What follows belongs to an exercise in optimizing a design on an open flow for a short achievable clock period and few clock cycles; a production flow would make more cautious choices.
RTL that was checked went through simulation tests only; none was proved equivalent to the original.
Power is estimated from default activity; no workload was simulated.

==> juniper <==
// overture
module overture (
    input  wire       clk_i,
    input  wire       reset_i,
    input  wire [7:0] memory_data_i,
    output wire [7:0] memory_address_o,
    output wire [7:0] io_address_o,
    input  wire [7:0] io_data_read_i,
    output wire [7:0] io_data_write_o,
    output wire       io_data_write_enable_o,
    output wire       io_data_read_enable_o,
    output wire       cpu_halted_o
);
clock: 7.2 ns
lec_check: 0
abc_clock_period_in_ps: 2000
cap_margin: 20
core_margin: 2
core_utilization: 55
setup_slack_margin: 5
slew_margin: 20
run.sh (not shown) runs the stock make flow with config.mk's settings and CLKGATE_MAP_FILE= SYNTH_SCRIPT=/design/flow/synth_recipe.tcl, a recipe that flattens the netlist after the stock synthesis.
==> onyx (differences from juniper) <==
--- a/flow/config.mk
+++ b/flow/config.mk
@@ -10,3 +10,3 @@
 export CORE_MARGIN = 2
-export CORE_UTILIZATION = 55
+export CORE_UTILIZATION = 40
 export SETUP_SLACK_MARGIN = 5
==> impl_metrics.yaml <==
run_status:
  status: "finished clean"
power:
  p_clk_uw: 856
layout:
  seq-cell-share_pct: 34.13
  buffers: 133
  clk_share_pct: 5.078
  layout_common_cells: "89 x dfxtp_1, 79 x nor2_1, 74 x buf_4, 48 x nand2_1"
grt:
  grt_max_degree: 30
drt:
  avgViaCountPerCell: 5.540
timing:
  setup_ws_ps: 4735
  max-slew-margin-rel_pct: 44.32
The numbers above come from onyx.

==> impl_metrics.yaml <==
run_status:
  status: "finished clean"
layout:
  buffers: 138
  clk_share_pct: 5.811
  layout_common_cells: "94 x dfxtp_1, 78 x buf_4, 77 x nor2_1, 48 x nand2_1, 42 x a21oi_1"
  seq-cell-share_pct: 34.34
timing:
  setup_ws_ps: 4736
  max-slew-margin-rel_pct: 43.08
placed_design:
  portBuffers: 44
grt:
  grt_max_degree: 29
power:
  p_clk_uw: 958
drt:
  avgViaCountPerCell: 6.183
The numbers above come from juniper.

No run of this note included a check of the RTL's function; only the layout flow was run.

==> inputs of run a <==
Another version of the RTL of overture (not shown whole).
==> flow/design.v (excerpt) <==
module overture (
    input  wire       clk_i,
    input  wire       reset_i,
    input  wire [7:0] memory_data_i,
    output wire [7:0] memory_address_o,
    output wire [7:0] io_address_o,
    input  wire [7:0] io_data_read_i,
    output wire [7:0] io_data_write_o,
    output wire       io_data_write_enable_o,
    output wire       io_data_read_enable_o,
    output wire       cpu_halted_o
);
==> module overture, before the edit <==
module overture (
    input  wire       clk_i,
    input  wire       reset_i,
    input  wire [7:0] memory_data_i,
    output wire [7:0] memory_address_o,
    output wire [7:0] io_address_o,
    input  wire [7:0] io_data_read_i,
    output wire [7:0] io_data_write_o,
    output wire       io_data_write_enable_o,
    output wire       io_data_read_enable_o,
    output wire       cpu_halted_o
);
    reg [7:0] pc;
    reg [7:0] r0, r1, r2, r3, r4, r5, r6;
    reg       halted;
    reg [6:0] e_wen;       
    reg       e_alu;       
    reg       e_sel_imm;   
    reg       e_sel_io;    
    reg [2:0] e_op;
    reg [5:0] e_imm;
    reg [7:0] op_a;        
    reg [7:0] op_b;        
    reg       re_q;
    reg       we_q;
    reg       bf_phase;    
    reg [7:0] alu_out;
    wire [3:0] sh_amt = op_b[3:0];
    wire [2:0] sh_right = 3'd0 - sh_amt[2:0];
    always @(*) begin
        case (e_op)
            3'b000:  alu_out = op_a | op_b;
            3'b001:  alu_out = ~(op_a & op_b);
            3'b010:  alu_out = ~(op_a | op_b);
            3'b011:  alu_out = op_a & op_b;
            3'b100:  alu_out = op_a + op_b;
            3'b101:  alu_out = op_a - op_b;
            3'b110:  alu_out = op_a ^ op_b;
            default: alu_out = sh_amt[3] ? (op_a >> sh_right) : (op_a << sh_amt[2:0]);
        endcase
    end
    wire [7:0] e_val_fast = e_sel_imm ? {2'b00, e_imm} :
                            e_sel_io  ? io_data_read_i : op_b;
    wire [7:0] e_val      = e_alu ? alu_out : e_val_fast;
    wire [7:0] n0 = e_wen[0] ? e_val : r0;
    wire [7:0] n1 = e_wen[1] ? e_val : r1;
    wire [7:0] n2 = e_wen[2] ? e_val : r2;
    wire [7:0] n3 = e_wen[3] ? e_val : r3;
    wire [7:0] n4 = e_wen[4] ? e_val : r4;
    wire [7:0] n5 = e_wen[5] ? e_val : r5;
    wire [7:0] n6 = e_wen[6] ? e_val : r6;
    wire [7:0] n0_fast = e_wen[0] ? e_val_fast : r0;
    wire [7:0] n3_fast = e_wen[3] ? e_val_fast : r3;
    wire [7:0] ins    = memory_data_i;
    wire [1:0] ty     = ins[7:6];
    wire [2:0] src    = ins[5:3];
    wire [2:0] dst    = ins[2:0];
    wire       bad    = (ty[0] == 1'b1) && (src != 3'b000);
    wire       is_ldi = (ty == 2'b00);
    wire       is_alu = (ty == 2'b01) && !bad;
    wire       is_cp  = (ty == 2'b10);
    wire       is_jmp = (ty == 2'b11) && !bad;
    wire       is_rd  = is_cp && (src == 3'b111);
    wire       is_wr  = is_cp && (dst == 3'b111);
    wire       is_bf  = is_rd && is_wr;
    wire       zero = (n3_fast == 8'd0);
    wire       neg  = n3_fast[7];
    reg        cond;
    always @(*) begin
        case (dst)
            3'b000:  cond = 1'b0;
            3'b001:  cond = zero;
            3'b010:  cond = neg;
            3'b011:  cond = neg | zero;
            3'b100:  cond = 1'b1;
            3'b101:  cond = ~zero;
            3'b110:  cond = ~neg;
            default: cond = ~neg & ~zero;
        endcase
    end
    wire jstall  = is_jmp && e_alu && (dst[1:0] != 2'b00);
    wire issue   = !halted && !bad && !jstall;
    wire bf_rd   = is_bf && !bf_phase;
    wire advance = issue && !bf_rd;
    reg [7:0] src_val;
    always @(*) begin
        case (is_alu ? 3'd2 : src)
            3'd0:    src_val = n0;
            3'd1:    src_val = n1;
            3'd2:    src_val = n2;
            3'd3:    src_val = n3;
            3'd4:    src_val = n4;
            3'd5:    src_val = n5;
            3'd6:    src_val = n6;
            default: src_val = io_data_read_i;    
        endcase
    end
    reg [6:0] wen;
    always @(*) begin
        wen = 7'd0;
        if (is_ldi) wen[0] = 1'b1;
        if (is_alu) wen[3] = 1'b1;
        if (is_cp && dst != 3'b111) wen[dst] = 1'b1;
    end
    always @(posedge clk_i) begin
        if (reset_i) begin
            pc        <= 8'd0;
            halted    <= 1'b0;
            r0 <= 8'd0; r1 <= 8'd0; r2 <= 8'd0; r3 <= 8'd0;
            r4 <= 8'd0; r5 <= 8'd0; r6 <= 8'd0;
            e_wen     <= 7'd0;
            e_alu     <= 1'b0;
            e_sel_imm <= 1'b0;
            e_sel_io  <= 1'b0;
            e_op      <= 3'd0;
            e_imm     <= 6'd0;
            op_a      <= 8'd0;
            op_b      <= 8'd0;
            re_q      <= 1'b0;
            we_q      <= 1'b0;
            bf_phase  <= 1'b0;
        end else begin
            r0 <= n0; r1 <= n1; r2 <= n2; r3 <= n3;
            r4 <= n4; r5 <= n5; r6 <= n6;
            if (!halted && bad)
                halted <= 1'b1;
            if (advance)
                pc <= (is_jmp && cond) ? n0_fast : pc + 8'd1;
            e_wen     <= issue ? wen : 7'd0;
            e_alu     <= issue && is_alu;
            e_sel_imm <= is_ldi;
            e_sel_io  <= is_rd;
            e_op      <= dst;
            e_imm     <= ins[5:0];
            op_a      <= n1;
            op_b      <= src_val;
            re_q      <= issue && is_rd && !(is_bf && bf_phase);
            we_q      <= issue && is_wr && !bf_rd;
            bf_phase  <= issue && bf_rd;
        end
    end
    assign memory_address_o       = pc;
    assign io_address_o           = r6;
    assign io_data_write_o        = op_b;
    assign io_data_write_enable_o = we_q;
    assign io_data_read_enable_o  = re_q;
    assign cpu_halted_o           = halted;
endmodule
clock: 7.2 ns
lec_check: 0
abc_clock_period_in_ps: 2000
cap_margin: 20
core_margin: 2
core_utilization: 40
setup_slack_margin: 5
slew_margin: 20
==> run b: changes against run a <==
==> flow/design.v (replaced) <==
module overture (
    input  wire       clk_i,
    input  wire       reset_i,
    input  wire [7:0] memory_data_i,
    output wire [7:0] memory_address_o,
    output wire [7:0] io_address_o,
    input  wire [7:0] io_data_read_i,
    output wire [7:0] io_data_write_o,
    output wire       io_data_write_enable_o,
    output wire       io_data_read_enable_o,
    output wire       cpu_halted_o
);
    reg [7:0] pc;
    reg [7:0] r0, r1, r2, r3, r4, r5, r6;
    reg       halted;
    reg [6:0] e_wen;       
    reg       e_alu;       
    reg       e_io;        
    reg [7:0] e_val;       
    reg       e_add;       
    reg       e_sub;
    reg       e_shl;
    reg       e_shr;
    reg       e_log;
    reg [2:0] e_op;
    reg [7:0] op_a;        
    reg [7:0] op_b;        
    reg [2:0] sh_n;        
    reg       re_q;
    reg       we_q;
    reg       bf_phase;    
    reg [7:0] io_addr_q;   
    reg [7:0] io_wdata_q;  
    reg [7:0] log_out;
    always @(*) begin
        case (e_op[2:0])
            3'b000:  log_out = op_a | op_b;
            3'b001:  log_out = ~(op_a & op_b);
            3'b010:  log_out = ~(op_a | op_b);
            3'b011:  log_out = op_a & op_b;
            default: log_out = op_a ^ op_b;
        endcase
    end
    wire [7:0] sum     = op_a + (op_b ^ {8{e_sub}}) + {7'd0, e_sub};
    wire [7:0] shl_out = op_a << sh_n;
    wire [7:0] shr_out = op_a >> sh_n;
    wire [7:0] alu_out = ({8{e_add | e_sub}} & sum) |
                         ({8{e_shl}} & shl_out) |
                         ({8{e_shr}} & shr_out) |
                         ({8{e_log}} & log_out);
    wire [7:0] e_wval = e_io ? io_data_read_i : e_val;
    wire [7:0] n0 = e_wen[0] ? e_wval : r0;
    wire [7:0] n1 = e_wen[1] ? e_wval : r1;
    wire [7:0] n2 = e_wen[2] ? e_wval : r2;
    wire [7:0] n3 = e_alu ? alu_out : e_wen[3] ? e_wval : r3;
    wire [7:0] n4 = e_wen[4] ? e_wval : r4;
    wire [7:0] n5 = e_wen[5] ? e_wval : r5;
    wire [7:0] n6 = e_wen[6] ? e_wval : r6;
    wire [7:0] m0 = e_wen[0] ? e_val : r0;
    wire [7:0] m1 = e_wen[1] ? e_val : r1;
    wire [7:0] m2 = e_wen[2] ? e_val : r2;
    wire [7:0] m3 = e_wen[3] ? e_val : r3;
    wire [7:0] m4 = e_wen[4] ? e_val : r4;
    wire [7:0] m5 = e_wen[5] ? e_val : r5;
    wire [7:0] m6 = e_wen[6] ? e_val : r6;
    wire [7:0] ins    = memory_data_i;
    wire [1:0] ty     = ins[7:6];
    wire [2:0] src    = ins[5:3];
    wire [2:0] dst    = ins[2:0];
    wire       bad    = (ty[0] == 1'b1) && (src != 3'b000);
    wire       is_ldi = (ty == 2'b00);
    wire       is_alu = (ty == 2'b01);             
    wire       is_cp  = (ty == 2'b10);
    wire       is_jmp = (ty == 2'b11);             
    wire       is_rd  = is_cp && (src == 3'b111);
    wire       is_wr  = is_cp && (dst == 3'b111);
    wire       is_bf  = is_rd && is_wr;
    wire       zero = (m3 == 8'd0);
    wire       neg  = m3[7];
    reg        cond;
    always @(*) begin
        case (dst)
            3'b000:  cond = 1'b0;
            3'b001:  cond = zero;
            3'b010:  cond = neg;
            3'b011:  cond = neg | zero;
            3'b100:  cond = 1'b1;
            3'b101:  cond = ~zero;
            3'b110:  cond = ~neg;
            default: cond = ~neg & ~zero;
        endcase
    end
    wire e_r3_late = e_alu | (e_io & e_wen[3]);
    wire jstall  = is_jmp && e_r3_late && (dst[1:0] != 2'b00);
    wire bf_rd   = is_bf && !bf_phase;
    wire issue   = !halted && !bad && !jstall;
    wire hold    = halted || bad || jstall || bf_rd;
    wire [2:0] sel = is_alu ? 3'd2 : src;
    reg  [7:0] src_m;
    reg        src_e;    
    always @(*) begin
        case (sel)
            3'd0:    begin src_m = m0; src_e = e_wen[0]; end
            3'd1:    begin src_m = m1; src_e = e_wen[1]; end
            3'd2:    begin src_m = m2; src_e = e_wen[2]; end
            3'd3:    begin src_m = m3; src_e = e_wen[3]; end
            3'd4:    begin src_m = m4; src_e = e_wen[4]; end
            3'd5:    begin src_m = m5; src_e = e_wen[5]; end
            3'd6:    begin src_m = m6; src_e = e_wen[6]; end
            default: begin src_m = m0; src_e = 1'b1;     end  
        endcase
    end
    wire fwd_io  = e_io && src_e;
    wire fwd_alu = e_alu && (sel == 3'd3);
    wire [7:0] src_val = fwd_io ? io_data_read_i : fwd_alu ? alu_out : src_m;
    reg [6:0] wen;
    always @(*) begin
        wen = 7'd0;
        if (is_ldi) wen[0] = 1'b1;
        if (is_alu) wen[3] = 1'b1;
        if (is_cp && dst != 3'b111) wen[dst] = 1'b1;
    end
    wire [3:0] amt = n2[3:0];
    wire [2:0] amt_neg = 3'd0 - amt[2:0];
    always @(posedge clk_i) begin
        if (reset_i) begin
            pc        <= 8'd0;
            halted    <= 1'b0;
            r0 <= 8'd0; r1 <= 8'd0; r2 <= 8'd0; r3 <= 8'd0;
            r4 <= 8'd0; r5 <= 8'd0; r6 <= 8'd0;
            e_wen     <= 7'd0;
            e_alu     <= 1'b0;
            e_io      <= 1'b0;
            re_q      <= 1'b0;
            we_q      <= 1'b0;
            bf_phase  <= 1'b0;
        end else begin
            r0 <= n0; r1 <= n1; r2 <= n2; r3 <= n3;
            r4 <= n4; r5 <= n5; r6 <= n6;
            if (bad)
                halted <= 1'b1;
            if (!hold)
                pc <= (is_jmp && cond) ? n0 : pc + 8'd1;
            e_wen     <= issue ? wen : 7'd0;
            e_alu     <= issue && is_alu;
            e_io      <= issue && is_rd;
            re_q      <= issue && is_rd && !(is_bf && bf_phase);
            we_q      <= issue && is_wr && !bf_rd;
            bf_phase  <= issue && bf_rd;
        end
        e_val     <= is_ldi ? {2'b00, ins[5:0]} : src_val;
        e_op      <= dst;
        e_add     <= dst == 3'b100;
        e_sub     <= dst == 3'b101;
        e_shl     <= dst == 3'b111 && !amt[3];
        e_shr     <= dst == 3'b111 && amt[3];
        e_log     <= dst[2] == 1'b0 || dst == 3'b110;
        sh_n      <= amt[3] ? amt_neg : amt[2:0];
        op_a      <= n1;
        op_b      <= n2;
        if (is_rd || is_wr)
            io_addr_q <= n6;
        if (is_wr)
            io_wdata_q <= src_val;
    end
    assign memory_address_o       = pc;
    assign io_address_o           = io_addr_q;
    assign io_data_write_o        = io_wdata_q;
    assign io_data_write_enable_o = we_q;
    assign io_data_read_enable_o  = re_q;
    assign cpu_halted_o           = halted;
endmodule
- CORE_UTILIZATION: 40 -> 65
==> metrics.cfg <==
[pwr]
maxPowerGroup=clock
p_comb_uw=368

[cts]
cts_sinks=127
cts_buffers=17

[status]
status=no timing/DRC/antenna violations

[floorplanning]
die_area_sq_um=11700

[critical_path]
cp_slowest_cell=a222oi_1

[grt]
met2_usage=0.655
grt_antenna_before_repair=2

[timing]
fmax_ghz=0.301

[final_layout]
design_area_sq_um=10000
final_cell_mix=nor2_1, dfxtp_1, buf_4

[logic_synthesis]
synthCells=768
synth_xor_area_frac=0.0285
synth.most_common_cell=dfxtp_1

[placement]
gp_congestion=0.997

[worst_hold_path]
hold_depth=2
min_to=r5[2]

(the above is from run b)
==> metrics.cfg <==
[cts]
cts_buffers=9
cts_sinks=92

[floorplanning]
die_area_sq_um=16800

[worst_hold_path]
hold_depth=1

[critical_path]
cp_slowest_cell=or4_1

[grt]
grt_antenna_before_repair=0
met2_usage=0.434

[pwr]
p_comb_uw=327
maxPowerGroup=sequential cells

[logic_synthesis]
synthCells=767
synth.most_common_cell=nor2_1

[placement]
gp_congestion=0.913

[status]
status=no timing/DRC/antenna violations

(the above is from run a)
Testbench counts of run a, summed over its fixed seeds: cycles 58,570.
For run b, only the layout was checked, not whether the RTL still works.

[what the ideal ports hide]
The flow's constraints put no driver on any port. The routed layouts listed below were extracted and timed again, unchanged, in two steps. Step 1: set_driving_cell puts a clkbuf_16 on clk_i and a buf_2 on each other input, an assumption about the parent block. Step 2 also shifts input and output timing later by t, the mid clock arrival at the registers, as if the neighbouring blocks saw the same clock. Slacks: ideal / step 1 / step 2; pairs: ideal / step 1.
| run | t, ns | setup slack, ns | worst hold slack (ns) | latest minus earliest clock arrival (ns) | cell pins on the clock port's net |
|---|---|---|---|---|---|
| juniper | 0.475 | 4.736 / 4.742 / 4.267 | 0.466 / 0.466 / 0.466 | 0.011 / 0.010 | 1 |
| onyx | 0.463 | 4.735 / 4.740 / 4.277 | 0.479 / 0.479 / 0.479 | 0.010 / 0.010 | 1 |
| run a | 0.384 | 3.910 / 3.910 / 3.587 | 0.445 / 0.445 / 0.445 | 0.009 / 0.008 | 1 |
| run b | 0.591 | 3.876 / 3.841 / 3.251 | 0.506 / 0.506 / 0.506 | 0.028 / 0.029 | 1 |
After both steps setup and hold are still met in every run listed. The setup slack of run b, which loses most, moves by -0.035 ns with the drivers and by -0.625 ns with both steps.
